Background: an optimization exercise with open tools, aiming at small area, a short achievable clock period and few clock cycles. Do not read the settings as production practice.
At most, simulation tests tie the RTL to the original design; equivalence was not proved.
For run 8, only the layout was checked, not whether the RTL still works.
In every run shown here, the design's own scripts or RTL, not TritonCTS, make the clock network.
The clock port is modelled as an ideal driver, which makes a skipped or thinned clock tree look cheaper than it is; a real chip needs a root buffer or a tree.
Power figures rest on the tool's default switching activity, not on a simulated workload.

--- flow/run.sh ---
#!/bin/bash
# Own layout flow: the standard ORFS flow (standard.sh), except that
# - the clock tree is built by flow/cts.tcl, a copy of ORFS's cts.tcl whose
#   TritonCTS call is replaced by one level of clock buffers fed by the clock
#   port (manual_clock_tree there);
# - flow/env.sh may set MAKEVARS, extra ORFS variables for the steps after
#   synthesis. Synthesis is the standard one, unchanged.
# Every tool's output goes to a log in this folder.
set -euo pipefail
W=$(pwd)
rm -rf "$W/scripts"
cp -r "$FLOW_HOME/scripts" "$W/scripts"
cp "$W/flow/cts.tcl" "$W/scripts/cts.tcl"
export SCRIPTS_DIR="$W/scripts"
export CLKTREE_NBUF=4
export CLKTREE_BUF=sky130_fd_sc_hd__clkbuf_16
MAKEVARS=()
if [ -f "$W/flow/env.sh" ]; then source "$W/flow/env.sh"; fi
bash standard.sh synth > "$W/flow_synth.log" 2>&1
for step in floorplan place cts finish; do
  bash standard.sh "${MAKEVARS[@]}" $step > "$W/flow_$step.log" 2>&1
done
test -s "$W/out/final.def"
--- config.mk ---
export PLATFORM = sky130hd
export DESIGN_NAME = ELA
export DESIGN_NICKNAME = ELA
export VERILOG_FILES = /design/flow/design.v
export SDC_FILE = /design/flow/constraint.sdc
export NUM_CORES = 8
export LEC_CHECK = 0
export CAP_MARGIN = 20
export CORE_MARGIN = 2
export CORE_UTILIZATION = 40
export PLACE_DENSITY = 0.6
export SETUP_SLACK_MARGIN = 2.95
export SLEW_MARGIN = 20
--- flow/cts.tcl ---
utl::set_metrics_stage "cts__{}"
source $::env(SCRIPTS_DIR)/load.tcl
source $::env(SCRIPTS_DIR)/lec_check.tcl
erase_non_stage_variables cts
load_design 3_place.odb 3_place.sdc
source_step_tcl PRE CTS

# Clone clock tree inverters next to register loads
# so cts does not try to buffer the inverted clocks.
repair_clock_inverters

proc save_progress { stage } {
  puts "Run 'make gui_$stage.odb' to load progress snapshot"
  orfs_write_db $::env(RESULTS_DIR)/$stage.odb
  orfs_write_sdc $::env(RESULTS_DIR)/$stage.sdc
}

# Run CTS
set cts_args [list \
  -sink_clustering_enable \
  -repair_clock_nets]

append_env_var cts_args CTS_BUF_DISTANCE -distance_between_buffers 1
append_env_var cts_args CTS_CLUSTER_SIZE -sink_clustering_size 1
append_env_var cts_args CTS_CLUSTER_DIAMETER -sink_clustering_max_diameter 1
append_env_var cts_args CTS_BUF_LIST -buf_list 1
append_env_var cts_args CTS_LIB_NAME -library 1


if { [env_var_exists_and_non_empty CTS_ARGS] } {
  set cts_args $::env(CTS_ARGS)
}

set_dont_use $::env(DONT_USE_CELLS)

proc kmeans_groups { pts nb } {
  set xs [lsort -real [lmap p $pts {lindex $p 0}]]
  set ys [lsort -real [lmap p $pts {lindex $p 1}]]
  set x0 [lindex $xs 0]; set x1 [lindex $xs end]
  set y0 [lindex $ys 0]; set y1 [lindex $ys end]
  set cent {}
  set side [expr {int(ceil(sqrt($nb)))}]
  set rows [expr {int(ceil(double($nb) / $side))}]
  for {set i 0} {$i < $nb} {incr i} {
    set cx [expr {$i % $side}]; set cy [expr {$i / $side}]
    lappend cent [list [expr {$x0 + ($cx + 0.5) / $side * ($x1 - $x0)}] [expr {$y0 + ($cy + 0.5) / $rows * ($y1 - $y0)}]]
  }
  # balanced k-means: no group takes more than its share of the points
  set cap [expr {int(ceil(double([llength $pts]) / $nb))}]
  for {set iter 0} {$iter < 40} {incr iter} {
    set pairs {}
    set n 0
    foreach p $pts {
      for {set i 0} {$i < $nb} {incr i} {
        set c [lindex $cent $i]
        lappend pairs [list [expr {abs([lindex $p 0] - [lindex $c 0]) + abs([lindex $p 1] - [lindex $c 1])}] $n $i]
      }
      incr n
    }
    set grp [lrepeat $nb {}]
    set cnt [lrepeat $nb 0]
    set done [lrepeat [llength $pts] 0]
    foreach pr [lsort -real -index 0 $pairs] {
      lassign $pr d n i
      if {[lindex $done $n] || [lindex $cnt $i] >= $cap} { continue }
      lset done $n 1
      lset cnt $i [expr {[lindex $cnt $i] + 1}]
      lset grp $i [concat [lindex $grp $i] [list [lindex $pts $n]]]
    }
    set newc {}
    for {set i 0} {$i < $nb} {incr i} {
      set g [lindex $grp $i]
      if {[llength $g] == 0} { lappend newc [lindex $cent $i]; continue }
      set sx 0; set sy 0
      foreach p $g { set sx [expr {$sx + [lindex $p 0]}]; set sy [expr {$sy + [lindex $p 1]}] }
      lappend newc [list [expr {double($sx) / [llength $g]}] [expr {double($sy) / [llength $g]}]]
    }
    set cent $newc
  }
  return [list $grp $cent]
}

# Drive each group of iterms (points {x y iterm}) from a new buffer of
# master bufname placed at the group's centre, fed by net src; returns the
# buffers' input points.
proc buffer_groups { grp cent bufname src prefix } {
  set block [ord::get_db_block]
  set master [[ord::get_db] findMaster $bufname]
  set ins {}
  for {set i 0} {$i < [llength $grp]} {incr i} {
    set g [lindex $grp $i]
    if {[llength $g] == 0} { continue }
    set inst [odb::dbInst_create $block $master ${prefix}$i]
    set net [odb::dbNet_create $block clknet_${prefix}$i]
    $net setSigType CLOCK
    foreach p $g { set it [lindex $p 2]; $it disconnect; $it connect $net }
    set c [lindex $cent $i]
    set x [expr {int([lindex $c 0]) - [$master getWidth] / 2}]
    set y [expr {int([lindex $c 1]) - [$master getHeight] / 2}]
    $inst setLocation $x $y
    $inst setPlacementStatus PLACED
    [$inst findITerm A] connect $src
    [$inst findITerm X] connect $net
    lappend ins [list [lindex $c 0] [lindex $c 1] [$inst findITerm A]]
    puts "clock buffer ${prefix}$i ($bufname) drives [llength $g] pins"
  }
  return $ins
}

proc manual_clock_tree { } {
  set block [ord::get_db_block]
  set clknet [[$block findBTerm clk] getNet]
  set pts {}
  foreach it [$clknet getITerms] {
    set b [[$it getInst] getBBox]
    lappend pts [list [expr {([$b xMin] + [$b xMax]) / 2.0}] [expr {([$b yMin] + [$b yMax]) / 2.0}] $it]
  }
  if {[info exists ::env(CLKTREE_LEAF)] && $::env(CLKTREE_LEAF) ne ""} {
    lassign [kmeans_groups $pts $::env(CLKTREE_NLEAF)] grp cent
    set pts [buffer_groups $grp $cent $::env(CLKTREE_LEAF) $clknet clkleaf_]
  }
  lassign [kmeans_groups $pts $::env(CLKTREE_NBUF)] grp cent
  buffer_groups $grp $cent $::env(CLKTREE_BUF) $clknet clkroot_
  set_propagated_clock [all_clocks]
}
manual_clock_tree

utl::push_metrics_stage "cts__{}__pre_repair_timing"
log_cmd estimate_parasitics -placement
if { $::env(DETAILED_METRICS) } {
  report_metrics 4 "cts pre-repair-timing"
}
utl::pop_metrics_stage

set_placement_padding -global \
  -left $::env(CELL_PAD_IN_SITES_DETAIL_PLACEMENT) \
  -right $::env(CELL_PAD_IN_SITES_DETAIL_PLACEMENT)

set result [catch { detailed_placement } msg]
if { $result != 0 } {
  save_progress 4_1_error
  error "Detailed placement failed in CTS: $msg"
}

log_cmd estimate_parasitics -placement

if { $::env(CTS_SNAPSHOTS) } {
  save_progress 4_1_pre_repair_hold_setup
}

if { !$::env(SKIP_CTS_REPAIR_TIMING) } {
  if { $::env(EQUIVALENCE_CHECK) } {
    write_eqy_verilog 4_before_rsz.v
  }
  if { $::env(LEC_CHECK) } {
    write_lec_verilog 4_before_rsz_lec.v
  }

  repair_timing_helper

  if { $::env(EQUIVALENCE_CHECK) } {
    run_equivalence_test
  }
  if { $::env(LEC_CHECK) } {
    write_lec_verilog 4_after_rsz_lec.v
    run_lec_test 4_rsz 4_before_rsz_lec.v 4_after_rsz_lec.v
  }

  set result [catch { detailed_placement } msg]
  if { $result != 0 } {
    save_progress 4_1_error
    error "Detailed placement failed in CTS: $msg"
  }

  check_placement -verbose
}

report_metrics 4 "cts final"

source_step_tcl POST CTS

orfs_write_db $::env(RESULTS_DIR)/4_1_cts.odb
orfs_write_sdc $::env(RESULTS_DIR)/4_cts.sdc
--- flow/env.sh ---
export BUFFER_PORTS_ARGS="-buffer_cell sky130_fd_sc_hd__buf_2"
--- design.v ---
`timescale 1ns/10ps
module ELA(clk, rst, in_data, data_rd, req, wen, addr, data_wr, done);
	input				clk;
	input				rst;
	input		[7:0]	in_data;
	input		[7:0]	data_rd;
	output				req;
	output	reg			wen;
	output	reg	[9:0]	addr;
	output	reg	[7:0]	data_wr;
	output	reg			done;
	reg			nreq;
	assign req = ~nreq;
	reg			s0, s1, s2;
	wire		main = s0 | s1 | s2;
	reg	[4:0]	k;
	reg	[3:0]	j;
	reg	[7:0]	xr, v, yr, p, q;
	reg	[7:0]	dreg, bd;
	reg	[7:0]	sreg, bs;
	wire [7:0] yn = ~yr;
	wire [7:0] sp = xr ^ yr;	 
	wire [7:0] ep = xr ^ yn;	 
	reg [7:0] sg, sq, eg, eq;	 
	integer l, i, t;
	always @(*) begin
		sg = xr & yr;
		sq = sp;
		eg = xr & yn;
		eq = ep;
		for (l = 0; l < 3; l = l + 1)
			for (i = 0; i < 8; i = i + 1)
				if ((i >> l) & 1) begin
					t = ((i >> (l + 1)) << (l + 1)) + (1 << l) - 1;
					sg[i] = sg[i] | (sq[i] & sg[t]);
					sq[i] = sq[i] & sq[t];
					eg[i] = eg[i] | (eq[i] & eg[t]);
					eq[i] = eq[i] & eq[t];
				end
	end
	wire [8:0] sum = {sg[7], sp ^ {sg[6:0], 1'b0}};
	wire [7:0] e0 = ep ^ {eg[6:0], 1'b0};
	wire [7:0] e1 = ep ^ {eg[6:0] | eq[6:0], 1'b1};
	wire [7:0] dm = eg[7] ? e0 : ~e1;
	wire bzero = &bd;
	wire lt = ~bzero & ((&dreg) | (dreg < bd));
	reg cen;
	wire upd = s1 | (lt & cen);
	wire [4:0] k1 = k + 5'd1;
	always @(posedge clk) begin
		dreg <= dm;
		sreg <= sum[8:1];
		if (upd) begin
			bd <= dreg;
			bs <= sreg;
		end
		if (s0) begin
			xr <= v;
			v <= xr;
		end else if (s1)
			xr <= data_rd;
		if (s0)
			yr <= data_wr;
		else if (s1)
			yr <= q;
		else
			yr <= p;
		if (s1) begin
			p <= yr;
			q <= p;
		end
		cen <= s1 ? (k[4:1] != 4'd0) : s2 ? (k != 5'd1 && k != 5'd2) : 1'b0;
		data_wr <= s1 ? bs : in_data;
		addr[4:0] <= s1 ? k - 5'd2 : k;
		addr[5] <= s1;
		if (!main)
			addr[9:6] <= 4'd0;
		else if (s2)
			addr[9:6] <= j + 4'd1;
		else if (s1 && k[4:1] == 4'd0)
			addr[9:6] <= j - 4'd1;
		else
			addr[9:6] <= j;
	end
	always @(posedge clk or posedge rst) begin
		if (rst) begin
			s0 <= 1'b0;
			s1 <= 1'b0;
			s2 <= 1'b0;
			k <= 5'd31;
			j <= 4'd0;
			nreq <= 1'b0;
			wen <= 1'b0;
			done <= 1'b0;
		end else if (done) begin
			nreq <= 1'b1;
			wen <= 1'b0;
		end else if (!main) begin
			k <= k1;
			wen <= 1'b1;
			if (wen && k == 5'd31) begin
				s2 <= 1'b1;
				nreq <= 1'b1;
			end
		end else begin
			s0 <= s2;
			s1 <= s0;
			s2 <= s1;
			nreq <= ~s0;
			if (s1) begin
				k <= k1;
				if (k == 5'd31) j <= j + 4'd1;
			end
			if (s2) begin
				wen <= (j != 4'd15);
				if (j == 4'd15 && k == 5'd2) begin
					done <= 1'b1;
					s0 <= 1'b0;
					wen <= 1'b0;
				end
			end else
				wen <= s1;
		end
	end
endmodule
--- constraint.sdc ---
create_clock -name core_clock -period 5.0 [get_ports {clk}]
set_input_delay 1.0000 -clock core_clock [delete_from_list [all_inputs] [get_ports {clk}]]
set_output_delay 1.0000 -clock core_clock [all_outputs]
set_load 0.01 [all_outputs]
--- standard.sh ---
#!/bin/bash
# synth_recipe.tcl (not shown) runs the flow's synth.tcl, then flattens the netlist and writes it again
# the make line also repeats each setting of config.mk as NAME=value (left out here)
make -C /OpenROAD-flow-scripts/flow DESIGN_CONFIG=/design/flow/config.mk WORK_HOME=/design/flow/orfs CLKGATE_MAP_FILE= SYNTH_SCRIPT=/design/flow/synth_recipe.tcl "${@:-finish}"
==> flow_summary.toml, run 1 <==
[final_layout]
multi_input_area_mm2 = 0.001851
final_util = 0.4629
num_antenna_cells = 0
seq_area_mm2 = 0.002696
final_cell_mix = "edfxtp_1, dfxtp_1, buf_2, inv_1, ha_1"
final_common_cell = "edfxtp_1"
fin_area_mm2 = 0.005263
nets = 476
fin_cells = 561
nFillCells = 1041
area_growth_pct = 13.46
drive_above_1_share = 0.2536

[place]
dp_cells = 547
placed_area_mm2 = 0.004969
post-place-ws_ps = 2639
gp_congestion = 0.8352
post-dp-hpwl_um = 5821
io_buffers = 38

[routing]
route.detailed.drc = 0
ant_nets = 0
vias_per_cell = 5.034
wire_per_inst_um = 14.64
drt_iter0_markers = 139
routed_wirelength_um = 8213
firstDrtPassIters = 4
via_count = 2824

[hold_path]
min_from = "sreg[0]"
hold_path_depth = 0
holdPathEnd = "bs[0]"
hold_class = "reg2reg"

[sta]
maxSlewHeadroom = 0.5847
hold_viol = 0
rsz0062_at_grt = "true"
finalSetupTns_ps = 0
setup_viol = 0
fin_skew_ps = 6.533
finalMaxSlewViolations = 0
fmax_ghz = 0.5013
holdWs_ps = 412.2
period_share = 0.3990
period_minus_slack_ps = 1995
setup_slack_ps = 3005
worst-slew-pin-transition_ps = 622.9

[global_routing]
grt.overflow.total = 0
antenna_found_initial = 0
grt_pass1_vias = 2825
grt_pass1_wl_um = 13860
grtUsageTotal = 0.1301
grt_max_degree = 49

[power]
power.internal_mw = 1.185
fin_total_pwr_mw = 1.494
power_density_mw_per_mm2 = 283.9
switchingPower_mw = 0.3088
clock_power_share = 0.237
vdd_drop_max_mv = 0.1619
seq_power_share = 0.668
p_comb_frac = 0.095
switching_share = 0.2067
p_leak_nw = 2.268

[floorplanning]
start_util = 0.4079
coreArea_mm2 = 0.01137
die_w_um = 111.7
die_y_um = 111.7
rows = 39
io_pins = 39
die_area_mm2 = 0.01247

[synth]
synth_edf_count = 48
syn-num-nets = 432
synth.avg_cell_area_um2 = 12.34
async_reset_ff_frac = 0.1415
synth-seq-cells = 106
synth_seq_area_share = 0.5786
ys_types = 46
yosys_warnings = 1
synth_area_mm2 = 0.004638
ys.flop_type = "edfxtp_1"
syn_inst = 376

[critical_path]
rr_worst_depth = 9
r2r_start = "yr[0]"
r2r_slack_ps = 3010
worstSetupStartpointType = "register"
worstSetupPathType = "reg2reg"
crit_required_ps = 5080
crit_path_max_fanout = 4
end_kind = "register"
r2r_end = "dreg[7]"
worstPathArrival_ps = 2080

[clock_tree]
clock_latency_ps = 160
ctsHoldBuffers = 0
clkTransAtPathRegs_ps = 100

[run]
cap_violations = 0

[outcome]
outcome = "timing/DRC/antenna clean"
[how the worst max path moves through the flow]
| stage | end | from | slack [ps] | cells past startpoint |
|---|---|---|---|---|
| floorplan | dreg[5] | xr[0] | 2970 | 9 |
| CTS | sreg[6] | xr[0] | 2950 | 9 |
| global placement | bs[6] | bd[5] | 2820 | 7 |
| global route | dreg[7] | xr[0] | 2870 | 8 |
| detailed placement | bs[6] | bd[5] | 2640 | 7 |
| finish | dreg[7] | yr[0] | 3010 | 9 |
[worst max-delay path: stages (launching register included)]
cell and delay, ps:
dfxtp_2 350, inv_2 50, ha_2 150, inv_1 40, fa_2 370, o21ai_4 190
inv_2 80, o21a_4 220, or3_4 360, o211ai_1 110
[per-layer routing]
layer / part of all wire / GRT usage
met1: 0.50 / 0.1961
met5: 0 / 0
met4: 0.014 / 0.01564
met2: 0.46 / 0.2141
met3: 0.029 / 0.008710
[synth_stat cells (2+ instances only)]
| cell type | instances | share of area |
|---|---|---|
| nand4_1 | 7 | 0.0094 |
| clkbuf_1 | 5 | 0.0040 |
| buf_2 | 4 | 0.0043 |
| nor3_1 | 5 | 0.0054 |
| nand3_1 | 4 | 0.0043 |
| fa_1 | 6 | 0.026 |
| nor2_1 | 22 | 0.018 |
| xor2_1 | 9 | 0.017 |
| dfstp_2 | 5 | 0.028 |
| a21oi_1 | 14 | 0.015 |
| nor4b_1 | 2 | 0.0038 |
| dfrtp_1 | 10 | 0.054 |
| xnor2_1 | 12 | 0.023 |
| mux2_2 | 19 | 0.046 |
| nand2_1 | 27 | 0.022 |
| a21o_1 | 2 | 0.0032 |
| mux2i_1 | 13 | 0.028 |
| inv_1 | 36 | 0.029 |
| o21bai_1 | 4 | 0.0065 |
| o21ai_0 | 18 | 0.019 |
| o31ai_1 | 2 | 0.0032 |
| o211ai_1 | 2 | 0.0032 |
| ha_1 | 32 | 0.086 |
| edfxtp_1 | 48 | 0.31 |
| dfxtp_1 | 43 | 0.19 |
| a2111oi_0 | 3 | 0.0057 |
| a211oi_1 | 3 | 0.0049 |
[power by group through the flow]
stage / Sequential, mW / Clock [mW] / Combinational (mW)
after CTS: 1.00 / 0.369 / 0.132
final: 0.998 / 0.354 / 0.142
after detailed placement: 1.02 / 0 / 0.128
after floorplan: 1.00 / 0 / 0.0949
after global routing: 1.01 / 0.403 / 0.159
after global placement: 1.02 / 0 / 0.121
[kinds of logic (layout without fill, tap and decap cells)]
| family | Yosys count | after routing | synth area share |
|---|---|---|---|
| simple gates | 73 | 73 | 0.07257 |
| compound gates | 57 | 57 | 0.07931 |
| xor+xnor | 21 | 21 | 0.03966 |
| flops | 106 | 106 | 0.5786 |
| mux | 33 | 33 | 0.07742 |
| fa+ha+maj | 38 | 38 | 0.1122 |
| buf+inv | 48 | 90 | 0.04019 |
[layout make-up]
cell class | instances | share of cell area
buffer | 4 | 0.01902
tap | 143 | 0.03400
multi-input combinational | 222 | 0.3516
sequential | 106 | 0.5124
inverter | 37 | 0.02639
timing repair buffer | 49 | 0.05659
[flip-flops by register name, summed over array words and instances, names as in the netlist]
| signal | cells |
|---|---|
| xr | 8 |
| k | 5 |
| wen | 1 |
| data_wr | 8 |
| p | 8 |
| q | 8 |
| v | 8 |
| sreg | 8 |
| s0 | 1 |
| dreg | 8 |
| yr | 8 |
| s1 | 1 |
| s2 | 1 |
| bs | 8 |
| bd | 8 |
| cen | 1 |
| nreq | 1 |
| j | 4 |
| addr | 10 |
| done | 1 |
[timing repair]
action / CTS / global route
setup buffers: 5 / 5
pin swaps: 3 / 7
resized for setup: 14 / 15
setup endpoints to repair: 34 / 26
Testbench counts, summed over its fixed seeds: cycles 47,392.
==> inputs of run 2 (changes only) <==
--- a/config.mk
+++ b/config.mk
@@ -8,6 +8,6 @@
 export CAP_MARGIN = 20
 export CORE_MARGIN = 2
 export CORE_UTILIZATION = 40
-export PLACE_DENSITY = 0.6
+export PLACE_DENSITY = 0.8
 export SETUP_SLACK_MARGIN = 2.95
 export SLEW_MARGIN = 20
==> run 2 against run 1 <==
  * Clock power hardly changed
  * Flip-flop and latch count stayed put
  * Combinational power hardly changed
  * Synthesized cell count stayed put
  * Clock skew is 0.75 ps higher
  * Sequential power hardly changed
  * Setup slack worse by 65 ps
  * Utilization is 0.37 points lower
  * Hold slack better by 2.0 ps
  * Highest routed layer unchanged
==> flow_summary.toml, run 2 <==
[sta]
period_minus_slack_ps = 2059
finalSetupTns_ps = 0
maxSlewHeadroom = 0.5881
setup_viol = 0
hold_viol = 0
setup_slack_ps = 2941
period_share = 0.4119
fmax_ghz = 0.4856
fin_skew_ps = 7.280
worst-slew-pin-transition_ps = 617.9
finalMaxSlewViolations = 0
rsz0062_at_grt = "true"

[floorplanning]
coreArea_mm2 = 0.01137
die_y_um = 111.7
io_pins = 39
start_util = 0.4079
rows = 39
die_w_um = 111.7
die_area_mm2 = 0.01247

[synth]
syn_inst = 376
synth_most_common_cell = "edfxtp_1"
synth_seq_area_share = 0.5786
synth_edf_count = 48
ys_types = 46
synth-seq-cells = 106
synth_area_mm2 = 0.004638
yosys-top-cells-count = "edfxtp_1, dfxtp_1, inv_1"
yosysTopAreaCellShare = 0.3108
synth.avg_cell_area_um2 = 12.34
syn-num-nets = 432
yosys_warnings = 1
ys.flop_type = "edfxtp_1"
synth_top_cell_by_area = "edfxtp_1"
synthTopCellsByArea = "edfxtp_1, dfxtp_1, ha_1"
async_reset_ff_frac = 0.1415

[critical_path]
r2r_start = "xr[0]"
cp_slowest_cell = "fa_2"
worstSetupPathType = "reg2reg"
startpoint = "xr[0]"
crit_top_cell = "fa_2"
crit_chain = "ha_1 -> inv_1 -> fa_2 -> o21ai_4 -> inv_2 -> fa_2 -> o21ai_0 -> mux2i_1 -> xor2_1"
crit_buf_inv = 2
worstSetupStartpointType = "register"
rr_worst_depth = 9
crit_family = "adder cells"
cp_num_cells = 9
crit_required_ps = 5050
worstPathArrival_ps = 2110
crit_path_max_fanout = 3
cpPeakStageDelay_ps = 390
end_kind = "register"

[global_routing]
grt.overflow.total = 0
antenna_found_initial = 0
grt_pass1_wl_um = 13780
grt_pass1_vias = 2893
grt_max_degree = 49
grtUsageTotal = 0.1295

[routing]
wire_per_inst_um = 14.67
met3_length_um = 214
vias_per_cell = 5.009
via_count = 2795
wl_met2_um = 4031
route.detailed.drc = 0
firstDrtPassIters = 4
drt_iter0_markers = 181
routed_wirelength_um = 8184
met1_length_um = 3829
top_layer_used = "met4"
ant_nets = 0

[place]
post-dp-hpwl_um = 5895
io_buffers = 38
placed_area_mm2 = 0.004969
gp_congestion = 0.8256
post-place-ws_ps = 2497

[hold_path]
min_from = "sreg[5]"
hold_path_depth = 0
hold_class = "reg2reg"

[power]
vdd_drop_max_mv = 0.2092
power_density_mw_per_mm2 = 285.9
p_leak_nw = 2.252

[run]
cap_violations = 0

[final_layout]
final_common_cell = "edfxtp_1"
multi_input_area_mm2 = 0.001834
nets = 473
final_cell_mix = "edfxtp_1, dfxtp_1, buf_2, inv_1, ha_1"
fin_area_mm2 = 0.005220
nFillCells = 994
area_growth_pct = 12.54
top_register = "addr"
largest_register_ffs = 10
num_antenna_cells = 0
seq_area_mm2 = 0.002693
drive_above_1_share = 0.2337

[outcome]
outcome = "timing/DRC/antenna clean"

[clock_tree]
clkTransAtPathRegs_ps = 100
ctsHoldBuffers = 0
clock_latency_ps = 160
[run 2: cell counts after synthesis]
No cell type changed its count.
[run 2: final cells by class]
cell class / instances / share of cell area
Multi-Input combinational cell: 222 / 0.3514
Sequential cell: 106 / 0.5158
Buffer: 4 / 0.01918
Inverter: 37 / 0.02661
Timing Repair Buffer: 46 / 0.05273
Tap cell: 143 / 0.03428
[run 2: report_power, final]
| part | switching (mW) | total [mW] | internal [mW] |
|---|---|---|---|
| Sequential | 0.0317 | 0.996 | 0.964 |
| Clock | 0.209 | 0.357 | 0.148 |
| Combinational | 0.0703 | 0.140 | 0.0692 |
[run 2: cell families after synthesis]
logic type / Yosys count / share of synthesized area
compound gates: 57 / 0.07931
xor+xnor: 21 / 0.03966
fa+ha+maj: 38 / 0.1122
buf+inv: 48 / 0.04019
flops: 106 / 0.5786
mux: 33 / 0.07742
simple gates: 73 / 0.07257
[run 2: timing repair]
item / CTS / global route
gates resized for setup: 13 / 7
pin swaps: 3 / 6
buffers inserted: 5 / 2
endpoints found under the setup margin: 22 / 39
[run 2: through the flow]
stage          std cells  hold WS [ps]    util  total power [mW]
2_1_floorplan        376         385.5       -             1.098
3_3_place_gp         547         387.1  0.4370             1.132
3_5_place_dp         547         389.7  0.4370             1.146
4_1_cts              556         415.5  0.4555             1.495
5_1_grt              558         421.6  0.4591             1.551
6_report             558         414.1  0.4591             1.492
[run 2: per-layer routing]
metal / track usage / vias up
met5: 0 / -
met1: 0.1754 / 1361
li1: - / 1384
met3: 0.007621 / 7
met2: 0.2364 / 43
met4: 0.01646 / 0
[run 2: worst paths after layout]
check,end,slack [ps]
min in group asynchronous,j[2],890
worst min register to register,bs[5],410
max in group asynchronous,s1,3670
worst min-delay path,bs[5],410
worst max register to register,dreg[5],2940
worst max-delay path,dreg[5],2940
==> inputs of run 3 (changes only) <==
==> config.mk (replaced) <==
export PLATFORM = sky130hd
export DESIGN_NAME = ELA
export DESIGN_NICKNAME = ELA
export VERILOG_FILES = /design/flow/design.v
export SDC_FILE = /design/flow/constraint.sdc
export NUM_CORES = 8
export LEC_CHECK = 0
export CAP_MARGIN = 0
export CORE_MARGIN = 2
export CORE_UTILIZATION = 40
export SETUP_SLACK_MARGIN = 2.95
export SLEW_MARGIN = 0
==> run 3 against run 2 <==
  * Highest routed layer unchanged
  * Critical path type unchanged
  * Synthesized cell count is the same
  * Flip-flop and latch count unchanged
  * Clock skew shrank 0.75 ps
  * Utilization up 0.37 points
  * Power grew 0.11%
  * Area after synthesis stayed put
  * Routed wire length increased by 0.35%
==> flow_summary.toml, run 3 <==
[floorplanning]
coreArea_mm2 = 0.01137
die_area_mm2 = 0.01247
io_pins = 39
rows = 39
die_y_um = 111.7
start_util = 0.4079
die_w_um = 111.7

[sta]
fmax_ghz = 0.5013
rsz0062_at_grt = "true"
maxSlewHeadroom = 0.5847
setup_viol = 0
finalSetupTns_ps = 0
period_share = 0.3990
fin_skew_ps = 6.533
worst-slew-pin-transition_ps = 622.9
finalMaxSlewViolations = 0
hold_viol = 0
holdWs_ps = 412.2
period_minus_slack_ps = 1995

[power]
switching_share = 0.2067
p_comb_frac = 0.095
power.internal_mw = 1.185
seq_power_share = 0.668
vdd_drop_max_mv = 0.1619
clock_power_share = 0.237
power_density_mw_per_mm2 = 283.9
switchingPower_mw = 0.3088
p_leak_nw = 2.268

[synth]
synth_top_cell_by_area = "edfxtp_1"
syn_inst = 376
synth_most_common_cell = "edfxtp_1"
synth_seq_area_share = 0.5786
synth.avg_cell_area_um2 = 12.34
async_reset_ff_frac = 0.1415
synth_area_mm2 = 0.004638
ys_types = 46
yosysTopAreaCellShare = 0.3108
synthTopCellsByArea = "edfxtp_1, dfxtp_1, ha_1"
yosys-top-cells-count = "edfxtp_1, dfxtp_1, inv_1"
synth_edf_count = 48
yosys_warnings = 1
ys.flop_type = "edfxtp_1"
synth-seq-cells = 106
syn-num-nets = 432

[routing]
routed_wirelength_um = 8213
drt_iter0_markers = 139
firstDrtPassIters = 4
vias_per_cell = 5.034
wire_per_inst_um = 14.64
via_count = 2824
route.detailed.drc = 0
ant_nets = 0

[hold_path]
holdPathEnd = "bs[0]"
hold_path_depth = 0
min_from = "sreg[0]"
hold_class = "reg2reg"

[final_layout]
top_register = "addr"
final_cell_mix = "edfxtp_1, dfxtp_1, buf_2, inv_1, ha_1"
largest_register_ffs = 10
nets = 476
num_antenna_cells = 0
area_growth_pct = 13.46
final_util = 0.4629
drive_above_1_share = 0.2536
final_common_cell = "edfxtp_1"

[global_routing]
grt.overflow.total = 0
antenna_found_initial = 0
grt_pass1_vias = 2825
grt_max_degree = 49
grtUsageTotal = 0.1301
grt_pass1_wl_um = 13860

[critical_path]
cp_slowest_cell = "fa_2"
crit_path_max_fanout = 4
r2r_slack_ps = 3010
crit_family = "adder cells"
crit_buf_inv = 3
worstSetupPathType = "reg2reg"
worstSetupStartpointType = "register"
crit_chain = "inv_2 -> ha_2 -> inv_1 -> fa_2 -> o21ai_4 -> inv_2 -> o21a_4 -> or3_4 -> o211ai_1"
rr_worst_depth = 9
r2r_start = "yr[0]"
cpPeakStageDelay_ps = 370
crit_required_ps = 5080
end_kind = "register"
r2r_end = "dreg[7]"
crit_top_cell = "inv_2"
worstPathArrival_ps = 2080

[outcome]
outcome = "timing/DRC/antenna clean"

[clock_tree]
clock_latency_ps = 160
ctsHoldBuffers = 0
clkTransAtPathRegs_ps = 100

[place]
gp_congestion = 0.8352
io_buffers = 38
post-dp-hpwl_um = 5821

[run]
cap_violations = 0
==> run 3: cell counts after synthesis <==
No cell type changed its count.
==> run 3: how the worst max path moves through the flow <==
stage          startpoint      end  slack, ps  cells past startpoint
4_1_cts             xr[0]  sreg[6]       2950                      9
6_report            yr[0]  dreg[7]       3010                      9
5_1_grt             xr[0]  dreg[7]       2870                      8
3_5_place_dp        bd[5]    bs[6]       2640                      7
3_3_place_gp        bd[5]    bs[6]       2820                      7
2_1_floorplan       xr[0]  dreg[5]       2970                      9
==> run 3: cell type report <==
type	instances	area, um2
Fill cell	1041	6107
Sequential cell	106	2696
Multi-Input combinational cell	222	1851
Timing Repair Buffer	49	297.8
Tap cell	143	178.9
Inverter	37	138.9
Buffer	4	100.1
==> run 3: through the flow <==
stage / instance area [um2] / setup slack (ps) / total power [mW] / cells
3_3_place_gp: 4969 / 2816 / 1.138 / 547
5_1_grt: 5263 / 2872 / 1.568 / 561
6_report: 5263 / 3005 / 1.494 / 561
2_1_floorplan: 4639 / 2974 / 1.098 / 376
3_5_place_dp: 4969 / 2639 / 1.145 / 547
4_1_cts: 5174 / 2953 / 1.500 / 556
==> run 3: power groups by stage <==
stage	Sequential [mW]	Clock, mW	Combinational, mW
after global routing	1.01	0.403	0.159
after global placement	1.02	0	0.121
after detailed placement	1.02	0	0.128
after CTS	1.00	0.369	0.132
final	0.998	0.354	0.142
after floorplan	1.00	0	0.0949
==> run 3: layer usage <==
metal  vias to the layer above  track usage  routed length, um
met4                         0      0.01564                117
li1                       1387            -                  -
met2                        44       0.2141               3750
met5                         -            0                  0
met3                         8     0.008710                237
met1                      1385       0.1961               4107
==> run 3: logic make-up after synthesis <==
kind of cell | after synthesis | synth area share
flip-flops | 106 | 0.5786
buffers and inverters | 48 | 0.04019
AO/OA/AOI/OAI | 57 | 0.07931
XOR/XNOR | 21 | 0.03966
AND/OR/NAND/NOR | 73 | 0.07257
adder cells (fa/ha/maj) | 38 | 0.1122
multiplexers | 33 | 0.07742
==> run 3: timing repair <==
item / 4_1_cts / 5_1_grt
setup buffers: 5 / 5
setup endpoints to repair: 34 / 26
gates resized for setup: 14 / 15
hold endpoints to repair: 0 / 0
pin swaps: 3 / 7
==> inputs of run 4 (changes only) <==
==> config.mk (replaced) <==
export PLATFORM = sky130hd
export DESIGN_NAME = ELA
export DESIGN_NICKNAME = ELA
export VERILOG_FILES = /design/flow/design.v
export SDC_FILE = /design/flow/constraint.sdc
export NUM_CORES = 8
export LEC_CHECK = 0
export CAP_MARGIN = 20
export CORE_MARGIN = 2
export CORE_UTILIZATION = 40
export PLACE_DENSITY = 0.7
export SETUP_SLACK_MARGIN = 3.0
export SLEW_MARGIN = 20
==> run 4 against run 3 <==
  * Still clean on timing, DRC and antenna
  * Design area increased by 1.2%
  * Area after synthesis unchanged
  * Sequential share of layout area decreased by 0.63 points
  * Final cell count increased by 1.2%
  * Flip-flop and latch count unchanged
  * First-iteration DRC count increased by 32%
  * Clock power about the same
  * Global-route usage increased by 0.12 points
  * Register-to-register slack got worse by 30 ps
  * Critical path type unchanged
==> flow_summary.toml, run 4 <==
[floorplanning]
die_y_um = 111.7
io_pins = 39
start_util = 0.4079
rows = 39
coreArea_mm2 = 0.01137
die_w_um = 111.7
die_area_mm2 = 0.01247

[sta]
period_minus_slack_ps = 2020
fin_skew_ps = 14.39
finalSetupTns_ps = 0
hold_viol = 0
worst-slew-pin-transition_ps = 639.0
setup_slack_ps = 2980
maxSlewHeadroom = 0.5740
holdWs_ps = 412.4
rsz0062_at_grt = "true"
fmax_ghz = 0.4951
setup_viol = 0
period_share = 0.4040
finalMaxSlewViolations = 0

[routing]
via_count = 2834
vias_per_cell = 4.989
wire_per_inst_um = 14.93
drt_iter0_markers = 184
routed_wirelength_um = 8481
route.detailed.drc = 0
ant_nets = 0
firstDrtPassIters = 4

[critical_path]
crit_required_ps = 5060
worstPathArrival_ps = 2080
startpoint = "xr[0]"
worstSetupPathType = "reg2reg"
crit_buf_inv = 4
cpPeakStageDelay_ps = 390
crit_path_max_fanout = 3
crit_family = "adder cells"
crit_chain = "ha_2 -> inv_2 -> fa_2 -> o21ai_4 -> inv_2 -> buf_4 -> buf_4 -> and3_2 -> nor3_2 -> a21oi_1"
worstSetupStartpointType = "register"
r2r_start = "xr[0]"
cp_slowest_cell = "edfxtp_1"
end_kind = "register"

[run]
cap_violations = 0

[global_routing]
grt.overflow.total = 0
top_usage_layer = "met2"
grt.met3_usage = 0.005444
grt_pass1_vias = 2808
met1_usage = 0.1882
grt_pass1_wl_um = 13920
grtUsageTotal = 0.1313
antenna_found_initial = 0
grt_util_met2 = 0.2303
grt_max_degree = 49

[final_layout]
nFillCells = 1040
largest_register_ffs = 10
fin_cells = 568
top_register = "addr"
final_util = 0.4686
final_common_cell = "edfxtp_1"
area_growth_pct = 14.86
drive_above_1_share = 0.2941
nets = 483
num_antenna_cells = 0
fin_area_mm2 = 0.005328
final_cell_mix = "edfxtp_1, dfxtp_1, buf_2, inv_1, nand2_1"

[place]
post-dp-hpwl_um = 5755
post-place-ws_ps = 2765
gp_congestion = 0.8290
io_buffers = 38
dp_cells = 547
placed_area_mm2 = 0.004971

[clock_tree]
clkTransAtPathRegs_ps = 100
clock_latency_ps = 170
ctsHoldBuffers = 0

[synth]
synth_top_cell_by_area = "edfxtp_1"
synth.avg_cell_area_um2 = 12.34
ys.flop_type = "edfxtp_1"
synth_seq_area_share = 0.5786
synthTopCellsByArea = "edfxtp_1, dfxtp_1, ha_1"
async_reset_ff_frac = 0.1415
ys_types = 46
syn-num-nets = 432
synth_area_mm2 = 0.004638
syn_inst = 376
yosysTopAreaCellShare = 0.3108
synth_edf_count = 48
yosys_warnings = 1
synth_most_common_cell = "edfxtp_1"
yosys-top-cells-count = "edfxtp_1, dfxtp_1, inv_1"
synth-seq-cells = 106

[power]
fin_total_pwr_mw = 1.497
vdd_drop_max_mv = 0.2511
power_density_mw_per_mm2 = 281.1
p_leak_nw = 2.297

[hold_path]
min_from = "sreg[6]"
hold_class = "reg2reg"

[outcome]
outcome = "timing/DRC/antenna clean"
==> run 4: final timing paths <==
path / end / depth (start not counted) / slack (ps)
hold reg to reg: bs[6] / 0 / 410
max in group asynchronous: s1 / 2 / 3650
setup / recovery: dreg[4] / 10 / 2980
setup reg to reg: dreg[4] / 10 / 2980
hold / removal: bs[6] / 0 / 410
min in group asynchronous: s2 / 2 / 890
==> run 4: area by class of cell <==
class | count | area (um2) | area share
sequential | 106 | 2696 | 0.5061
multi-input combinational | 222 | 1863 | 0.3497
timing repair buffer | 56 | 350.3 | 0.06576
inverter | 37 | 138.9 | 0.02607
buffer | 4 | 100.1 | 0.01879
tap | 143 | 178.9 | 0.03358
==> run 4: report_power, final <==
part,internal (mW),switching [mW]
logic,0.0748,0.0710
registers,0.964,0.0316
clock network,0.148,0.208
total,1.19,0.311
==> run 4: cells by family (layout without fill, tap and decap cells) <==
family | after synthesis | count (layout) | share of synthesized area
flip-flops | 106 | 106 | 0.5786
buffers and inverters | 48 | 97 | 0.04019
XOR/XNOR | 21 | 21 | 0.03966
adder cells (fa/ha/maj) | 38 | 38 | 0.1122
multiplexers | 33 | 33 | 0.07742
AO/OA/AOI/OAI | 57 | 57 | 0.07931
AND/OR/NAND/NOR | 73 | 73 | 0.07257
==> run 4: metal layers <==
| layer | part of all wire | up-vias |
|---|---|---|
| met5 | 0 | - |
| met2 | 0.49 | 54 |
| met1 | 0.47 | 1375 |
| met4 | 0.015 | 0 |
| met3 | 0.030 | 8 |
| li1 | - | 1397 |
==> run 4: timing repair <==
action / CTS / global route
setup buffers: 10 / 7
resized for setup: 18 / 20
setup endpoints to repair: 36 / 31
cloned: 0 / 0
pin swaps: 9 / 11
==> inputs of run 5 (changes only) <==
--- a/config.mk
+++ b/config.mk
@@ -9,5 +9,5 @@
 export CORE_MARGIN = 2
 export CORE_UTILIZATION = 40
 export PLACE_DENSITY = 0.7
-export SETUP_SLACK_MARGIN = 3.0
+export SETUP_SLACK_MARGIN = 2.9
 export SLEW_MARGIN = 20
==> run 5 against run 4 <==
  * Still clean
  * Routed wire length down 5.3%
  * Register-to-register slack worse by 40 ps
  * Sequential power about the same
  * Clock power about the same
  * Setup slack worse by 40 ps
  * Utilization down 1.4 points
  * Clock skew up 0.54 ps
  * Hold slack worse by 1.4 ps
  * Critical path type unchanged
  * Critical endpoint is now dreg[5]
  * Largest cell class unchanged
  * Largest power group unchanged
==> flow_summary.toml, run 5 <==
[global_routing]
grt_pass1_vias = 2816
grt_pass1_wl_um = 13550
grt.overflow.total = 0
antenna_found_initial = 0
grt_max_degree = 49
grtUsageTotal = 0.1285

[critical_path]
crit_chain = "ha_1 -> inv_1 -> fa_2 -> o21ai_4 -> inv_2 -> fa_1 -> o21ai_0 -> mux2i_1 -> xor2_1"
worstPathArrival_ps = 2130
crit_path_max_fanout = 4
crit_buf_inv = 2
end_kind = "register"
crit_family = "adder cells"
worstSetupPathType = "reg2reg"
cpPeakStageDelay_ps = 400
crit_required_ps = 5070
cp_slowest_cell = "edfxtp_1"
worstSetupStartpointType = "register"

[sta]
fmax_ghz = 0.4856
hold_viol = 0
finalMaxSlewViolations = 0
worst-slew-pin-transition_ps = 786.0
maxSlewHeadroom = 0.4760
finalSetupTns_ps = 0
period_minus_slack_ps = 2059
setup_viol = 0
fin_skew_ps = 14.93
setup_slack_ps = 2941
period_share = 0.4119
rsz0062_at_grt = "true"

[power]
p_leak_nw = 2.230
vdd_drop_max_mv = 0.2160
switchingPower_mw = 0.3063
switching_share = 0.2062
seq_power_share = 0.671
p_comb_frac = 0.089
power_density_mw_per_mm2 = 287.3
clock_power_share = 0.240
power.internal_mw = 1.179

[synth]
synth_seq_area_share = 0.5786
synth-seq-cells = 106
async_reset_ff_frac = 0.1415
synth_area_mm2 = 0.004638
synth.avg_cell_area_um2 = 12.34
syn_inst = 376
yosys-top-cells-count = "edfxtp_1, dfxtp_1, inv_1"
ys_types = 46
synth_most_common_cell = "edfxtp_1"
syn-num-nets = 432
yosys_warnings = 1
synthTopCellsByArea = "edfxtp_1, dfxtp_1, ha_1"
synth_top_cell_by_area = "edfxtp_1"
synth_edf_count = 48
ys.flop_type = "edfxtp_1"
yosysTopAreaCellShare = 0.3108

[final_layout]
final_common_cell = "edfxtp_1"
seq_area_mm2 = 0.002689
drive_above_1_share = 0.2165
area_growth_pct = 11.46
num_antenna_cells = 0
nets = 469
top_register = "addr"
largest_register_ffs = 10
multi_input_area_mm2 = 0.001818
nFillCells = 1062
final_util = 0.4547
final_cell_mix = "edfxtp_1, dfxtp_1, buf_2, inv_1, ha_1"
fin_area_mm2 = 0.005170

[clock_tree]
clkTransAtPathRegs_ps = 100
ctsHoldBuffers = 0
clock_latency_ps = 170

[place]
post-dp-hpwl_um = 5815
post-place-ws_ps = 2632
io_buffers = 38
placed_area_mm2 = 0.004969
gp_congestion = 0.8674

[hold_path]
hold_class = "reg2reg"

[floorplanning]
die_area_mm2 = 0.01247
start_util = 0.4079
die_y_um = 111.7
coreArea_mm2 = 0.01137
die_w_um = 111.7
io_pins = 39
rows = 39

[routing]
ant_nets = 0
via_count = 2774
routed_wirelength_um = 8029
route.detailed.drc = 0
vias_per_cell = 5.007
drt_iter0_markers = 183
firstDrtPassIters = 4
wire_per_inst_um = 14.49

[run]
cap_violations = 0

[outcome]
outcome = "timing/DRC/antenna clean"
run 5: changes by cell type in the layout (fill, tap and decap cells not counted), moves of 3 or more:
cell | previous run | this run
ha_1 | 25 | 29
inv_1 | 32 | 36
inv_2 | 5 | 1
buf_4 | 16 | 2
dfxtp_1 | 39 | 42
ha_2 | 6 | 2
run 5: cells by family after synthesis:
group,share of synthesized area
buf+inv,0.04019
compound gates,0.07931
flops,0.5786
simple gates,0.07257
mux,0.07742
fa+ha+maj,0.1122
xor+xnor,0.03966
run 5: repair_timing:
action                                  in CTS  in global routing
endpoints found under the setup margin      20                 36
pin swaps                                    2                  1
endpoints found under the hold margin        0                  0
gates resized for setup                      6                  9
setup buffers                                3                  0
run 5: final timing paths:
path	start	end	slack, ps	depth (start not counted)
worst max-delay path	xr[0]	dreg[5]	2940	9
worst min-delay path	sreg[3]	bs[3]	410	0
worst max register to register	xr[0]	dreg[5]	2940	9
worst min register to register	sreg[3]	bs[3]	410	0
max in group asynchronous	rst	s1	3680	2
min in group asynchronous	rst	s2	880	2
run 5: cell type report:
| class | count | area share |
|---|---|---|
| Buffer | 4 | 0.01936 |
| Tap cell | 143 | 0.03461 |
| Timing Repair Buffer | 42 | 0.04743 |
| Inverter | 37 | 0.02686 |
| Sequential cell | 106 | 0.5201 |
| Multi-Input combinational cell | 222 | 0.3516 |
run 5: routing by layer:
metal	track usage	vias to the layer above	wire length, um
met5	0	-	0
li1	-	1374	-
met4	0.01646	0	98
met1	0.1798	1352	3799
met3	0.005988	7	203
met2	0.2287	41	3927
run 5: per-stage QoR:
stage	std cells	power (mW)	hold WS [ps]
2_1_floorplan	376	1.098	385.5
3_3_place_gp	547	1.134	390.2
3_5_place_dp	547	1.143	388.7
4_1_cts	554	1.499	412.1
5_1_grt	554	1.559	417.3
6_report	554	1.485	411.0
run 5: worst register-to-register path, stage by stage (launching register included):
cell      delay (ps)
edfxtp_1         400
ha_1             160
inv_1             50
fa_2             390
o21ai_4          180
inv_2             80
fa_1             380
o21ai_0           80
mux2i_1          100
xor2_1           140
run 5: power by group through the flow:
stage / sequential, mW / clock, mW / combinational (mW)
floorplan: 1.00 / 0 / 0.0949
global placement: 1.01 / 0 / 0.121
detailed placement: 1.01 / 0 / 0.128
CTS: 0.996 / 0.373 / 0.130
global route: 1.00 / 0.404 / 0.153
finish: 0.996 / 0.357 / 0.133
==> inputs of run 6 (changes only) <==
--- a/config.mk
+++ b/config.mk
@@ -7,7 +7,7 @@
 export LEC_CHECK = 0
 export CAP_MARGIN = 20
 export CORE_MARGIN = 2
-export CORE_UTILIZATION = 40
+export CORE_UTILIZATION = 50
 export PLACE_DENSITY = 0.7
-export SETUP_SLACK_MARGIN = 2.9
+export SETUP_SLACK_MARGIN = 2.95
 export SLEW_MARGIN = 20
==> run 6 against run 5 <==
  * Synthesized cell count stayed put
  * Via count hardly changed
  * Sequential power hardly changed
  * Global-route usage is 3.0 points higher
  * Power is 0.21% higher
  * Clock power is 1% lower
  * Die area is 19% lower
  * Critical path type unchanged
  * Largest power group unchanged
  * Highest routed layer unchanged
==> flow_summary.toml, run 6 <==
[power]
vdd_drop_max_mv = 0.2602
power.internal_mw = 1.183
switchingPower_mw = 0.3058
switching_share = 0.2054
power_density_mw_per_mm2 = 283.9
seq_power_share = 0.668
clock_power_share = 0.237
p_leak_nw = 2.263
p_comb_frac = 0.095

[critical_path]
end_kind = "register"
crit_chain = "inv_4 -> ha_4 -> inv_2 -> fa_2 -> o21ai_4 -> inv_2 -> fa_2 -> o21ai_1 -> mux2i_1 -> xor2_1"
rr_worst_depth = 10
crit_required_ps = 5050
worstSetupStartpointType = "register"
worstSetupPathType = "reg2reg"
cpPeakStageDelay_ps = 380
crit_path_max_fanout = 4
worstPathArrival_ps = 2080
cp_slowest_cell = "fa_2"

[routing]
ant_nets = 0
wire_per_inst_um = 15.07
via_count = 2775
routed_wirelength_um = 7956
drt_iter0_markers = 92
firstDrtPassIters = 4
vias_per_cell = 5.256
route.detailed.drc = 0

[hold_path]
hold_class = "reg2reg"
hold_path_depth = 0

[place]
post-dp-hpwl_um = 5501
io_buffers = 38
gp_congestion = 0.8484
dp_cells = 515

[sta]
hold_viol = 0
finalMaxSlewViolations = 0
setup_viol = 0
period_share = 0.4049
holdWs_ps = 412.3
maxSlewHeadroom = 0.5833
worst-slew-pin-transition_ps = 624.4
finalSetupTns_ps = 0
fin_skew_ps = 5.823
period_minus_slack_ps = 2025
rsz0062_at_grt = "true"
fmax_ghz = 0.4939

[synth]
ys.flop_type = "edfxtp_1"
yosys_warnings = 1
synth_edf_count = 48
syn_inst = 376
ys_types = 46
synth_seq_area_share = 0.5786
yosysTopAreaCellShare = 0.3108
syn-num-nets = 432
async_reset_ff_frac = 0.1415
synth_area_mm2 = 0.004638
synth.avg_cell_area_um2 = 12.34
synthTopCellsByArea = "edfxtp_1, dfxtp_1, ha_1"
synth_most_common_cell = "edfxtp_1"
synth_top_cell_by_area = "edfxtp_1"
synth-seq-cells = 106
yosys-top-cells-count = "edfxtp_1, dfxtp_1, inv_1"

[global_routing]
grt.overflow.total = 0
grt_max_degree = 49
grt_pass1_vias = 2708
antenna_found_initial = 0
grt_pass1_wl_um = 13100
grtUsageTotal = 0.1581

[run]
cap_violations = 0

[floorplanning]
start_util = 0.5092
die_w_um = 100.3
rows = 35
die_area_mm2 = 0.01006
io_pins = 39
die_y_um = 100.3
coreArea_mm2 = 0.009109

[outcome]
outcome = "timing/DRC/antenna clean"

[final_layout]
nets = 475
area_growth_pct = 13.03
num_antenna_cells = 0
fin_cells = 528
drive_above_1_share = 0.2590
nFillCells = 750
top_register = "addr"
final_cell_mix = "edfxtp_1, dfxtp_1, buf_2, inv_1, ha_1"
largest_register_ffs = 10
final_common_cell = "edfxtp_1"

[clock_tree]
clock_latency_ps = 160
clkTransAtPathRegs_ps = 100
## run 6: cell counts after synthesis
No cell type changed its count.
## run 6: layout make-up
| type | instances | area (um2) | share of cell area |
|---|---|---|---|
| Timing Repair Buffer | 48 | 290.3 | 0.05537 |
| Multi-Input combinational cell | 222 | 1877 | 0.3580 |
| Tap cell | 111 | 138.9 | 0.02649 |
| Sequential cell | 106 | 2695 | 0.5141 |
| Inverter | 37 | 141.4 | 0.02697 |
| Buffer | 4 | 100.1 | 0.01909 |
## run 6: worst max-delay path, delay by kind of cell, from the launching register on
kind | cells | cell delay [ps]
AOI/OAI and AO/OA | 2 | 260
xor gates and xnor gates | 1 | 150
adders and majority gates | 3 | 860
buffers and inverters | 3 | 170
DFF | 1 | 370
muxes | 1 | 90
## run 6: stage by stage
step	total power [mW]	util	cell area (um2)	setup slack (ps)
after floorplan	1.098	-	4639	2974
after global placement	1.133	0.5411	4928	2760
after detailed placement	1.142	0.5411	4928	2543
after CTS	1.492	0.5624	5122	2890
after global routing	1.558	0.5755	5243	2850
final	1.489	0.5755	5243	2975
## run 6: kinds of logic after synthesis
family | Yosys count | synth area share
AO/OA/AOI/OAI | 57 | 0.07931
multiplexers | 33 | 0.07742
AND/OR/NAND/NOR | 73 | 0.07257
adder cells (fa/ha/maj) | 38 | 0.1122
XOR/XNOR | 21 | 0.03966
flip-flops | 106 | 0.5786
buffers and inverters | 48 | 0.04019
## run 6: metal layers
layer	global-route usage	wire length, um	vias up
li1	-	-	1388
met1	0.2404	3982	1344
met2	0.2623	3668	38
met3	0.008357	217	5
met4	0.01581	88	0
met5	0	0	-
## run 6: repair_timing
action | in CTS | in global routing
buffers inserted | 5 | 4
hold buffers | 0 | 0
setup endpoints to repair | 21 | 25
resized for setup | 11 | 25
pin swaps | 3 | 11
## run 6: path summary, 6_finish.rpt
check                           endpoint  slack [ps]    start
worst max-delay path             dreg[5]        2980    yr[0]
worst min-delay path               bs[6]         410  sreg[6]
worst max register to register   dreg[5]        2980    yr[0]
worst min register to register     bs[6]         410  sreg[6]
max in group asynchronous             s1        3630      rst
min in group asynchronous           done         900      rst
## run 6: power groups by stage
stage | logic [mW] | registers (mW) | clock network [mW]
floorplan | 0.0949 | 1.00 | 0
global placement | 0.120 | 1.01 | 0
detailed placement | 0.129 | 1.01 | 0
CTS | 0.134 | 0.996 | 0.362
global route | 0.161 | 1.00 | 0.394
finish | 0.141 | 0.995 | 0.352
==> inputs of run 7 (changes only) <==
--- a/config.mk
+++ b/config.mk
@@ -7,7 +7,6 @@
 export LEC_CHECK = 0
 export CAP_MARGIN = 20
 export CORE_MARGIN = 2
-export CORE_UTILIZATION = 50
-export PLACE_DENSITY = 0.7
+export CORE_UTILIZATION = 40
 export SETUP_SLACK_MARGIN = 2.95
 export SLEW_MARGIN = 20
==> run 7 against run 6 <==
  * Largest cell class unchanged
  * Critical endpoint is now dreg[7]
  * Global-route usage shrank 2.8 points
  * Fmax grew 1.5%
  * Synthesized cell count is the same
  * Routed wire length grew 3.2%
  * Sequential power is essentially flat
  * First-iteration DRC count grew 51%
  * Flip-flop and latch count is the same
  * Critical path type unchanged
  * Sequential share of layout area shrank 0.17 points
==> flow_summary.toml, run 7 <==
[outcome]
outcome = "timing/DRC/antenna clean"

[hold_path]
min_from = "sreg[0]"
hold_class = "reg2reg"
hold_path_depth = 0
holdPathEnd = "bs[0]"

[global_routing]
grt_pass1_wl_um = 13860
grtUsageTotal = 0.1301
grt_pass1_vias = 2825
antenna_found_initial = 0
grt_max_degree = 49
grt.overflow.total = 0

[synth]
yosys_warnings = 1
synth_seq_area_share = 0.5786
syn_inst = 376
synth_area_mm2 = 0.004638
syn-num-nets = 432
yosys-top-cells-count = "edfxtp_1, dfxtp_1, inv_1"
synthTopCellsByArea = "edfxtp_1, dfxtp_1, ha_1"
ys_types = 46
synth_edf_count = 48
ys.flop_type = "edfxtp_1"
synth_top_cell_by_area = "edfxtp_1"
yosysTopAreaCellShare = 0.3108
async_reset_ff_frac = 0.1415
synth-seq-cells = 106
synth.avg_cell_area_um2 = 12.34
synth_most_common_cell = "edfxtp_1"

[power]
power_density_mw_per_mm2 = 283.9
p_leak_nw = 2.268
vdd_drop_max_mv = 0.1619
fin_total_pwr_mw = 1.494

[final_layout]
final_common_cell = "edfxtp_1"
final_util = 0.4629
drive_above_1_share = 0.2536
largest_register_ffs = 10
final_cell_mix = "edfxtp_1, dfxtp_1, buf_2, inv_1, ha_1"
num_antenna_cells = 0
area_growth_pct = 13.46
nFillCells = 1041
top_register = "addr"
nets = 476

[sta]
finalSetupTns_ps = 0
rsz0062_at_grt = "true"
worst-slew-pin-transition_ps = 622.9
fmax_ghz = 0.5013
hold_viol = 0
period_share = 0.3990
maxSlewHeadroom = 0.5847
setup_viol = 0
finalMaxSlewViolations = 0
period_minus_slack_ps = 1995
fin_skew_ps = 6.533

[floorplanning]
rows = 39
coreArea_mm2 = 0.01137
die_y_um = 111.7
start_util = 0.4079
die_area_mm2 = 0.01247
die_w_um = 111.7
io_pins = 39

[critical_path]
worstSetupPathType = "reg2reg"
crit_top_cell = "inv_2"
crit_chain = "inv_2 -> ha_2 -> inv_1 -> fa_2 -> o21ai_4 -> inv_2 -> o21a_4 -> or3_4 -> o211ai_1"
end_kind = "register"
crit_path_max_fanout = 4
r2r_start = "yr[0]"
worstSetupStartpointType = "register"
rr_worst_depth = 9
r2r_end = "dreg[7]"
cpPeakStageDelay_ps = 370
worstPathArrival_ps = 2080
r2r_slack_ps = 3010
crit_required_ps = 5080
cp_slowest_cell = "fa_2"

[place]
io_buffers = 38
post-dp-hpwl_um = 5821
gp_congestion = 0.8352

[routing]
drt_iter0_markers = 139
ant_nets = 0
route.detailed.drc = 0
via_count = 2824
wire_per_inst_um = 14.64
firstDrtPassIters = 4
routed_wirelength_um = 8213
vias_per_cell = 5.034

[run]
cap_violations = 0

[clock_tree]
clkTransAtPathRegs_ps = 100
clock_latency_ps = 160
-- run 7: where the power goes --
group / switching [mW] / leakage, nW / internal [mW]
registers: 0.0337 / 1.05 / 0.965
logic: 0.0687 / 1.17 / 0.0728
clock network: 0.206 / 0.0493 / 0.147
-- run 7: area by class of cell --
cell class | count | area, um2 | area share
tap | 143 | 178.9 | 0.03400
timing repair buffer | 49 | 297.8 | 0.05659
sequential | 106 | 2696 | 0.5124
buffer | 4 | 100.1 | 0.01902
inverter | 37 | 138.9 | 0.02639
multi-input combinational | 222 | 1851 | 0.3516
-- run 7: through the flow --
stage	cell area, um2	hold WS (ps)	setup WS (ps)	std cells
4_1_cts	5174	413.8	2953	556
3_5_place_dp	4969	389.7	2639	547
3_3_place_gp	4969	388.6	2816	547
5_1_grt	5263	424.7	2872	561
6_report	5263	412.2	3005	561
2_1_floorplan	4639	385.5	2974	376
-- run 7: cell families after synthesis --
logic type / synth area share
multiplexers: 0.07742
XOR/XNOR: 0.03966
AO/OA/AOI/OAI: 0.07931
AND/OR/NAND/NOR: 0.07257
flip-flops: 0.5786
adder cells (fa/ha/maj): 0.1122
buffers and inverters: 0.04019
-- run 7: how the worst max path moves through the flow --
stage               startpoint       to  slack, ps  cells after the start
global placement         bd[5]    bs[6]       2820                      7
CTS                      xr[0]  sreg[6]       2950                      9
global route             xr[0]  dreg[7]       2870                      8
finish                   yr[0]  dreg[7]       3010                      9
floorplan                xr[0]  dreg[5]       2970                      9
detailed placement       bd[5]    bs[6]       2640                      7
-- run 7: worst max-delay path: cells and delay by family, from the launching register on --
kind | cells | cell delay (ps)
adder cells (fa/ha/maj) | 2 | 520
AO/OA/AOI/OAI | 3 | 520
AND/OR/NAND/NOR | 1 | 360
flip-flops | 1 | 350
buffers and inverters | 3 | 170
-- run 7: routing by layer --
layer / part of all wire / vias up / track usage
li1: - / 1387 / -
met1: 0.50 / 1385 / 0.1961
met2: 0.46 / 44 / 0.2141
met3: 0.029 / 8 / 0.008710
met4: 0.014 / 0 / 0.01564
met5: 0 / - / 0
-- run 7: what timing repair did --
| action | in CTS | in global routing |
|---|---|---|
| setup endpoints to repair | 34 | 26 |
| hold endpoints to repair | 0 | 0 |
| pin swaps | 3 | 7 |
| hold buffers | 0 | 0 |
| setup buffers | 5 | 5 |
| gates resized for setup | 14 | 15 |
==> inputs of run 8 (changes only) <==
--- a/design.v
+++ b/design.v
@@ -14,7 +14,9 @@
 	reg			s0, s1, s2;
 	wire		main = s0 | s1 | s2;
 	reg	[4:0]	k;
-	reg	[3:0]	j;
+	wire [3:0] rf = addr[9:6];
+	wire klow = (k[4:2] == 3'd0) & ~(k[1] & k[0]);	 
+	wire last = addr[5] & klow & (rf == 4'd14);	 
 	reg	[7:0]	xr, v, yr, p, q;
 	reg	[7:0]	dreg, bd;
 	reg	[7:0]	sreg, bs;
@@ -75,12 +77,10 @@
 		addr[5] <= s1;
 		if (!main)
 			addr[9:6] <= 4'd0;
+		else if (s0 || (s1 && k[4:1] == 4'd0))
+			addr[9:6] <= rf - 4'd1;
 		else if (s2)
-			addr[9:6] <= j + 4'd1;
-		else if (s1 && k[4:1] == 4'd0)
-			addr[9:6] <= j - 4'd1;
-		else
-			addr[9:6] <= j;
+			addr[9:6] <= rf + ((addr[5] & klow) ? 4'd2 : 4'd1);
 	end
 	always @(posedge clk or posedge rst) begin
 		if (rst) begin
@@ -88,7 +88,6 @@
 			s1 <= 1'b0;
 			s2 <= 1'b0;
 			k <= 5'd31;
-			j <= 4'd0;
 			nreq <= 1'b0;
 			wen <= 1'b0;
 			done <= 1'b0;
@@ -107,13 +106,11 @@
 			s1 <= s0;
 			s2 <= s1;
 			nreq <= ~s0;
-			if (s1) begin
+			if (s1)
 				k <= k1;
-				if (k == 5'd31) j <= j + 4'd1;
-			end
 			if (s2) begin
-				wen <= (j != 4'd15);
-				if (j == 4'd15 && k == 5'd2) begin
+				wen <= ~last;
+				if (last && k == 5'd2) begin
 					done <= 1'b1;
 					s0 <= 1'b0;
 					wen <= 1'b0;
==> run 8 against run 7 <==
  * Still clean
  * Power fell by 2.4%
  * Sequential power fell by 3.7%
  * Critical path depth rose by 2
  * Design area rose by 1.3%
  * Flip-flop and latch count fell by 4
  * Final cell count rose by 1.4%
==> flow_summary.toml, run 8 <==
[synth]
synth_area_mm2 = 0.004578
synthTopCellsByArea = "edfxtp_1, dfxtp_1, ha_1"
syn_inst = 371
ys.flop_type = "edfxtp_1"
synth_seq_area_share = 0.5644
yosysTopAreaCellShare = 0.3148
synth-seq-cells = 102
synth_most_common_cell = "edfxtp_1"
ys_types = 51
syn-num-nets = 429
synth_top_cell_by_area = "edfxtp_1"
async_reset_ff_frac = 0.1078
synth.avg_cell_area_um2 = 12.34
yosys_warnings = 1
synth_edf_count = 48
yosys-top-cells-count = "edfxtp_1, dfxtp_1, inv_1"

[sta]
fmax_ghz = 0.4485
finalMaxSlewViolations = 0
maxSlewHeadroom = 0.5885
fin_skew_ps = 7.512
worst-slew-pin-transition_ps = 617.3
finalSetupTns_ps = 0
hold_viol = 0
period_share = 0.4459
period_minus_slack_ps = 2230
setup_slack_ps = 2770
rsz0062_at_grt = "true"
setup_viol = 0

[routing]
via_count = 2814
ant_nets = 0
firstDrtPassIters = 7
routed_wirelength_um = 8424
wire_per_inst_um = 14.80
route.detailed.drc = 0
drt_iter0_markers = 114
vias_per_cell = 4.946

[critical_path]
crit_buf_inv = 2
cpPeakStageDelay_ps = 550
cp_slowest_cell = "dfstp_2"
worstPathArrival_ps = 2270
worstSetupPathType = "reg2reg"
end_kind = "register"
worstSetupStartpointType = "register"
crit_chain = "inv_2 -> ha_4 -> and4bb_2 -> nor2_4 -> nand4b_1 -> ha_2 -> inv_2 -> a21o_1 -> a21o_1 -> mux2i_1 -> o311ai_1"
crit_path_max_fanout = 3
crit_required_ps = 5040
crit_family = "flip-flops"

[global_routing]
grt_max_degree = 49
grt_util_met2 = 0.2258
antenna_found_initial = 0
grtUsageTotal = 0.1335
grt.overflow.total = 0
grt_pass1_vias = 2807
grt_pass1_wl_um = 13880
grt.met3_usage = 0.01312
top_usage_layer = "met2"
met1_usage = 0.1933

[final_layout]
num_antenna_cells = 0
final_cell_mix = "edfxtp_1, dfxtp_1, buf_2, inv_1, ha_1"
area_growth_pct = 16.45
top_register = "addr"
largest_register_ffs = 10
final_common_cell = "edfxtp_1"
nets = 486
drive_above_1_share = 0.3099
fin_cells = 569

[floorplanning]
die_w_um = 111.0
io_pins = 39
start_util = 0.4061
die_area_mm2 = 0.01232
die_y_um = 111.0
coreArea_mm2 = 0.01127
rows = 39

[power]
vdd_drop_max_mv = 0.1654
seq_power_share = 0.659
switching_share = 0.2094
clock_power_share = 0.238
switchingPower_mw = 0.3053
power.internal_mw = 1.153
p_leak_nw = 2.305
p_comb_frac = 0.103
power_density_mw_per_mm2 = 273.5

[clock_tree]
clock_latency_ps = 160
clkTransAtPathRegs_ps = 100

[hold_path]
hold_class = "reg2reg"

[run]
cap_violations = 0

[place]
dp_cells = 543
io_buffers = 38
gp_congestion = 0.8429
post-place-ws_ps = 2646
post-dp-hpwl_um = 5833

[outcome]
outcome = "timing/DRC/antenna clean"
==> run 8: changes by cell type in the layout (fill, tap and decap cells not counted), moves of 3 or more <==
cell,before,now
buf_4,9,21
dfrtp_1,8,4
nor2_1,22,17
inv_2,2,6
nand2_1,26,22
a21oi_1,13,7
nor3b_1,0,3
inv_1,35,31
xor2_1,9,5
ha_2,1,5
ha_1,29,26
==> run 8: path summary, 6_finish.rpt <==
path	slack, ps	depth (start not counted)	from	endpoint
setup / recovery	2770	11	k[2]	addr[9]
hold / removal	410	0	sreg[6]	bs[6]
setup reg to reg	2770	11	k[2]	addr[9]
hold reg to reg	410	0	sreg[6]	bs[6]
max in group asynchronous	3840	2	rst	k[4]
min in group asynchronous	820	2	rst	s2
==> run 8: cells by family after synthesis <==
| logic type | synth area share |
|---|---|
| XOR/XNOR | 0.03252 |
| buffers and inverters | 0.04509 |
| AND/OR/NAND/NOR | 0.08254 |
| adder cells (fa/ha/maj) | 0.1208 |
| AO/OA/AOI/OAI | 0.08418 |
| flip-flops | 0.5644 |
| multiplexers | 0.07051 |
==> run 8: metal layers <==
layer  wire length (um)  part of all wire  vias to the layer above
li1                   -                 -                     1403
met2               4056              0.48                       38
met3                278             0.033                       10
met1               3983              0.47                     1363
met4                105             0.012                        0
met5                  0                 0                        -
==> run 8: through the flow <==
step                cell area, um2  total power [mW]    util  hold WS [ps]
floorplan                     4628             1.063       -         385.5
global placement              4949             1.101  0.4390         387.3
detailed placement            4949             1.107  0.4390         390.4
CTS                           5207             1.454  0.4620         405.5
global route                  5331             1.524  0.4730         421.5
finish                        5331             1.458  0.4730         414.2
==> run 8: repair_timing <==
action	CTS	global route
endpoints found under the setup margin	27	31
hold buffers	0	0
gates resized for setup	17	19
pin swaps	10	9
setup buffers	15	7
hold endpoints to repair	0	0
==> run 8: power groups by stage <==
stage	sequential (mW)	combinational (mW)	clock, mW
6_report	0.961	0.150	0.347
2_1_floorplan	0.968	0.0948	0
3_5_place_dp	0.979	0.128	0
5_1_grt	0.968	0.170	0.386
3_3_place_gp	0.979	0.122	0
4_1_cts	0.961	0.135	0.357
==> run 8: area by class of cell <==
type                    count  area [um2]
fillers                  1036        5941
flip-flops and latches    102        2590
multi-input cells         220        1927
repair buffers             62       390.4
well taps                 143       178.9
inverters                  38       145.1
plain buffers               4       100.1
==> run 8: worst reg2reg max path: cells and delay by family (launching register included) <==
family	cells	cell delay, ps
AO/OA/AOI/OAI	3	360
flip-flops	1	550
AND/OR/NAND/NOR	3	540
adder cells (fa/ha/maj)	2	350
buffers and inverters	2	110
multiplexers	1	200

port drivers added, routing unchanged:
In the flow no input, the clock included, has a driving cell. The finished layouts below were timed again as built, in two steps.
Step 1 sets driving cells, clkbuf_16 on the clock port and buf_2 on the other inputs (assumed; they add their load-dependent delay and slew).
Step 2 times the ports against the registers' clock, not the clock port: input delays grow and output delays shrink by t, the midpoint of the rising clock arrivals with the driver on.
a / b / c = no drivers / after step 1 / after step 2; a / b = the first two.
run | shift t [ns] | setup WS [ns] | latest minus earliest clock arrival (ns) | slew at the worst register clock pin (ns)
run 1 | 0.232 | 3.005 / 3.005 / 3.005 | 0.006 / 0.006 | 0.10 / 0.10
run 2 | 0.234 | 2.941 / 2.941 / 2.941 | 0.008 / 0.007 | 0.10 / 0.10
run 3 | 0.232 | 3.005 / 3.005 / 3.005 | 0.006 / 0.006 | 0.10 / 0.10
run 4 | 0.238 | 2.980 / 2.980 / 2.980 | 0.015 / 0.015 | 0.10 / 0.10
run 5 | 0.242 | 2.941 / 2.941 / 2.941 | 0.016 / 0.015 | 0.10 / 0.10
run 6 | 0.236 | 2.975 / 2.975 / 2.975 | 0.006 / 0.006 | 0.10 / 0.10
run 7 | 0.232 | 3.005 / 3.005 / 3.005 | 0.006 / 0.006 | 0.10 / 0.10
run 8 | 0.235 | 2.770 / 2.770 / 2.770 | 0.008 / 0.008 | 0.10 / 0.10
After both steps setup and hold are still met in every run listed.
